Background: an optimization exercise with open tools, aiming at small area, a short achievable clock period and few clock cycles per item. Do not read the settings as production practice. Where RTL was checked, it was by simulation tests only, not by an equivalence proof against the original.

## f32_mult
module f32_mult (
  input logic clk, rst_n,
  input logic [31:0] a, b,
  input logic start,
  output logic done,
  output logic [31:0] p
);
Size in the first run: roughly 33 flip-flops, about 100 I/O pins.
Settings: LEC_CHECK=0, ABC_AREA=1, CAP_MARGIN=20, CORE_MARGIN=2, CORE_UTILIZATION=40, SLEW_MARGIN=20, SYNTH_HIERARCHICAL=1, SYNTH_MINIMUM_KEEP_SIZE=0; clock period 12.0 ns.
run.sh (not shown) runs the stock make flow with config.mk's settings and CLKGATE_MAP_FILE= SYNTH_SCRIPT=/design/flow/synth_recipe.tcl, a recipe that flattens the netlist after the stock synthesis.
Testbench counts at the start, summed over its fixed seeds: cycles 12,000, ops 12,000.
Next try:
- SETUP_SLACK_MARGIN: default -> 1.5
=> Clock-buffer cell count stays the same; first-iteration DRC count stays flat; routed wire length went up by 1.6%; synthesized cell count does not change; area after synthesis is unchanged; final area rises by 2.2%.

---

f32_mult, a different RTL version from the one above (not shown whole).
Size in the first run: ~3600 cells after synthesis, about 100 I/O pins, about 0.023 mm² of cells after synthesis.
Design f32_mult, start of the top module:
module f32_mult (
  input logic clk, rst_n,
  input logic [31:0] a, b,
  input logic start,
  output logic done,
  output logic [31:0] p
);
make LEC_CHECK=0 ABC_AREA=1 CAP_MARGIN=20 CORE_MARGIN=2 CORE_UTILIZATION=60 SETUP_SLACK_MARGIN=1.5 SLEW_MARGIN=20 SYNTH_HIERARCHICAL=1 SYNTH_MINIMUM_KEEP_SIZE=0 finish   # period 12.0 ns
The starting point completed with no timing, DRC or antenna violations.
Testbench counts at the start, summed over its fixed seeds: cycles 12,000, ops 12,000.
Rerun with:
==> flow/flow/run.sh (new file) <==
#!/bin/bash
# The standard layout, with the input/output port buffers made from plain
# buf cells (buffer_ports otherwise picks a slow delay cell for them).
set -euo pipefail
bash standard.sh "BUFFER_PORTS_ARGS=-buffer_cell sky130_fd_sc_hd__buf_4" finish > standard_flow.log 2>&1
==> flow/standard.sh (new file) <==
#!/bin/bash
# synth_recipe.tcl (not shown) runs the flow's synth.tcl, then flattens the netlist and writes it again
# the make line also repeats each setting of config.mk as NAME=value (left out here)
make -C /OpenROAD-flow-scripts/flow DESIGN_CONFIG=/design/flow/config.mk WORK_HOME=/design/flow/orfs CLKGATE_MAP_FILE= SYNTH_SCRIPT=/design/flow/synth_recipe.tcl "${@:-finish}"
--- a/flow/config.mk
+++ b/flow/config.mk
@@ -10,3 +10,3 @@
 export CORE_MARGIN = 2
-export CORE_UTILIZATION = 60
+export CORE_UTILIZATION = 40
 export SETUP_SLACK_MARGIN = 1.5
removed: flow/run.sh
What happened: Cell count rises by 4.1%; wire length went down by 4.9%; via count shrinks by 9.8%; fmax climbs by 3.2%.
Rerun with:
==> flow/run.sh (new file) <==
#!/bin/bash
# synth_recipe.tcl (not shown) runs the flow's synth.tcl, then flattens the netlist and writes it again
# the make line also repeats each setting of config.mk as NAME=value (left out here)
make -C /OpenROAD-flow-scripts/flow DESIGN_CONFIG=/design/flow/config.mk WORK_HOME=/design/flow/orfs CLKGATE_MAP_FILE= SYNTH_SCRIPT=/design/flow/synth_recipe.tcl finish
--- a/flow/config.mk
+++ b/flow/config.mk
@@ -11,3 +11,3 @@
 export CORE_UTILIZATION = 40
-export SETUP_SLACK_MARGIN = 1.5
+export SETUP_SLACK_MARGIN = 1.0
 export SLEW_MARGIN = 20
removed: flow/flow/run.sh
removed: flow/standard.sh
Cell area increases by 0.60%.
Sequential cell count does not change.
Wire length increases by 1.2%.
Non-clock buffer count increases by 17.
Critical path depth decreases by 3.
Hold slack gains 0.38 ns.
Rerun with:
==> flow/flow/run.sh (new file) <==
#!/bin/bash
# The standard layout, with the input/output port buffers made from plain
# buf cells (buffer_ports otherwise picks a slow delay cell for them).
set -euo pipefail
bash standard.sh "BUFFER_PORTS_ARGS=-buffer_cell sky130_fd_sc_hd__buf_4" finish > standard_flow.log 2>&1
==> flow/standard.sh (new file) <==
#!/bin/bash
# synth_recipe.tcl (not shown) runs the flow's synth.tcl, then flattens the netlist and writes it again
# the make line also repeats each setting of config.mk as NAME=value (left out here)
make -C /OpenROAD-flow-scripts/flow DESIGN_CONFIG=/design/flow/config.mk WORK_HOME=/design/flow/orfs CLKGATE_MAP_FILE= SYNTH_SCRIPT=/design/flow/synth_recipe.tcl "${@:-finish}"
--- a/flow/config.mk
+++ b/flow/config.mk
@@ -11,3 +11,3 @@
 export CORE_UTILIZATION = 40
-export SETUP_SLACK_MARGIN = 1.0
+export SETUP_SLACK_MARGIN = 2.0
 export SLEW_MARGIN = 20
removed: flow/run.sh
The new run finished clean; wire length is about the same; worst setup slack improves by 0.98 ns; worst hold slack degrades by 0.38 ns; via count goes up slightly; final area goes up by a few percent; clock-buffer cell count goes down by 2; synthesized area is unchanged; utilization goes up by 1.9 points.
Rerun with:
==> flow/flow/run.sh (replaced) <==
#!/bin/bash
# The standard layout, with the input/output port buffers made from plain
# buf cells (buffer_ports otherwise picks a slow delay cell for them).
set -euo pipefail
bash standard.sh "BUFFER_PORTS_ARGS=-buffer_cell sky130_fd_sc_hd__buf_1" finish > standard_flow.log 2>&1
--- a/flow/config.mk
+++ b/flow/config.mk
@@ -11,3 +11,3 @@
 export CORE_UTILIZATION = 40
-export SETUP_SLACK_MARGIN = 2.0
+export SETUP_SLACK_MARGIN = 1.5
 export SLEW_MARGIN = 20
Setup slack degrades by 0.43 ns.
Routed wire length climbs by 1.9%.

---

f32_mult, a different RTL version from the one above (not shown whole).
Size in the first run: roughly 3100 cells after synthesis, roughly 33 flip-flops, about 100 I/O pins, ~0.022 sq mm of cells after synthesis.
export LEC_CHECK = 0
export ABC_AREA = 1
export CAP_MARGIN = 20
export CORE_MARGIN = 2
export CORE_UTILIZATION = 40
export PLACE_DENSITY = 0.75
export SETUP_SLACK_MARGIN = 0.8
export SLEW_MARGIN = 20
export SYNTH_HIERARCHICAL = 1
export SYNTH_MINIMUM_KEEP_SIZE = 0
create_clock -name core_clock -period 12.0 [get_ports {clk}]
standard.sh (not shown) runs the stock make flow with config.mk's settings and CLKGATE_MAP_FILE= SYNTH_SCRIPT=/design/flow/synth_recipe.tcl, a recipe that flattens the netlist after the stock synthesis.
==> flow/flow/run.sh <==
#!/bin/bash
# The standard layout, with the input/output port buffers made from plain
# buf cells (buffer_ports otherwise picks a slow delay cell for them).
set -euo pipefail
bash standard.sh "BUFFER_PORTS_ARGS=-buffer_cell sky130_fd_sc_hd__buf_4" finish > standard_flow.log 2>&1
Testbench counts at the start, summed over its fixed seeds: cycles 12,000, ops 12,000.
Next try:
--- a/flow/flow/run.sh
+++ b/flow/flow/run.sh
@@ -5 +5 @@
-bash standard.sh "BUFFER_PORTS_ARGS=-buffer_cell sky130_fd_sc_hd__buf_4" finish > standard_flow.log 2>&1
+bash standard.sh "BUFFER_PORTS_ARGS=-buffer_cell sky130_fd_sc_hd__buf_2" finish > standard_flow.log 2>&1
SETUP_SLACK_MARGIN = 1.5   (was 0.8)
Setup slack improves by 160 ps.
Global-route usage increases by 0.68 points.
Routed wire length rose by 5.3%.
Sequential cell count does not change.
Hold slack improves by 3.7 ps.
Cell count is higher by 1.5%.
First-iteration DRC count increases by 18%.
Fmax rises by 1.5%.
Die area does not change.
Next try:
--- a/flow/flow/run.sh
+++ b/flow/flow/run.sh
@@ -5 +5 @@
-bash standard.sh "BUFFER_PORTS_ARGS=-buffer_cell sky130_fd_sc_hd__buf_2" finish > standard_flow.log 2>&1
+bash standard.sh "BUFFER_PORTS_ARGS=-buffer_cell sky130_fd_sc_hd__buf_4" finish > standard_flow.log 2>&1
Synthesized area is unchanged. Utilization shrinks by 0.37 points. Via count came out lower by 1.7%. Clock-buffer cell count drops by 1.
Next try:
SETUP_SLACK_MARGIN = 1.8   (was 1.5)
Worst hold slack hardly moves.
Via count rises by 2.1%.

---

Setup of run Y:
f32_mult, a different RTL version from the one above (not shown whole).
Size in the first run: about 3200 cells after synthesis, about 140 flip-flops, roughly 100 I/O pins, ~23000 um2 of cells after synthesis.
clock: 12.0 ns
lec_check: 0
abc_area: 1
cap_margin: 20
core_margin: 2
core_utilization: 40
place_density: 0.75
setup_slack_margin: 4.0
slew_margin: 20
synth_hierarchical: 1
synth_minimum_keep_size: 0
==> flow/flow/run.sh <==
#!/bin/bash
# The standard layout, with the input/output port buffers made from plain
# buf cells (buffer_ports otherwise picks a slow delay cell for them).
set -euo pipefail
bash standard.sh "BUFFER_PORTS_ARGS=-buffer_cell sky130_fd_sc_hd__buf_4" finish > standard_flow.log 2>&1
What run X does differently from run Y at the input level:
diff --git a/flow/config.mk b/flow/config.mk
--- a/flow/config.mk
+++ b/flow/config.mk
@@ -11,5 +11,5 @@
 export CORE_UTILIZATION = 40
 export PLACE_DENSITY = 0.75
-export SETUP_SLACK_MARGIN = 4.0
+export SETUP_SLACK_MARGIN = 4.6
 export SLEW_MARGIN = 20
 export SYNTH_HIERARCHICAL = 1
### Flow results
Run Y -> run X: sequential cell count of the final layout delta 0, exact match
When the final numbers for run X and run Y were put side by side, the ratio of final minimum period to clock period turned out to be smaller in run X.
Comparing run X and run Y, routed wire length is lower on run Y.
Run X vs run Y: slew at the pin closest to its max-slew limit down
No functional check of the RTL was part of any run of this note.

-- afterwards: timing with drivers on the ports --
How much do the figures lean on ideal ports? The routed layouts below were timed once more, with nothing changed but the port constraints.
Step 1 sets driving cells, clkbuf_16 on the clock port and buf_2 on the other inputs (assumed; they add their load-dependent delay and slew).
Step 2, shift: input delay + t, output delay - t, t = (earliest + latest rising clock arrival at the registers) / 2. This alone moves slack from input paths to output paths.
Three values: no drivers, after step 1, after step 2; two values: the first two.
run	t, ns	setup WS [ns]	worst setup path at the end	clock arrival spread, ns
the first run of note 1	0.319	0.658 / 0.621 / 0.302	input to register	0.013 / 0.014
the second run of note 1	0.322	1.877 / 1.836 / 1.514	input to register	0.016 / 0.016
the first run of note 2	0.337	1.515 / 1.533 / 1.196	input to register	0.005 / 0.005
the second run of note 2	0.325	1.836 / 1.817 / 1.492	input to register	0.008 / 0.008
the third run of note 2	0.330	1.149 / 1.160 / 0.831	input to register	0.007 / 0.007
the fourth run of note 2	0.326	2.126 / 2.124 / 1.798	input to register	0.008 / 0.008
the fifth run of note 2	0.322	1.697 / 1.709 / 1.387	input to register	0.009 / 0.008
the first run of note 3	0.323	1.582 / 1.592 / 1.269	input to register	0.008 / 0.009
the second run of note 3	0.319	1.738 / 1.750 / 1.431	input to register	0.008 / 0.008
the third run of note 3	0.320	2.011 / 2.019 / 1.699	input to register	0.008 / 0.008
the fourth run of note 3	0.323	2.073 / 2.066 / 1.744	input to register	0.009 / 0.009
run Y	0.490	4.378 / 4.322 / 4.258	input to register	0.010 / 0.010
run X	0.489	4.669 / 4.611 / 4.283	input to register	0.019 / 0.019
After both steps every run listed still meets setup and hold. For run X, which loses most, drivers alone change the setup slack by -0.058 ns; drivers and shift together by -0.386 ns.
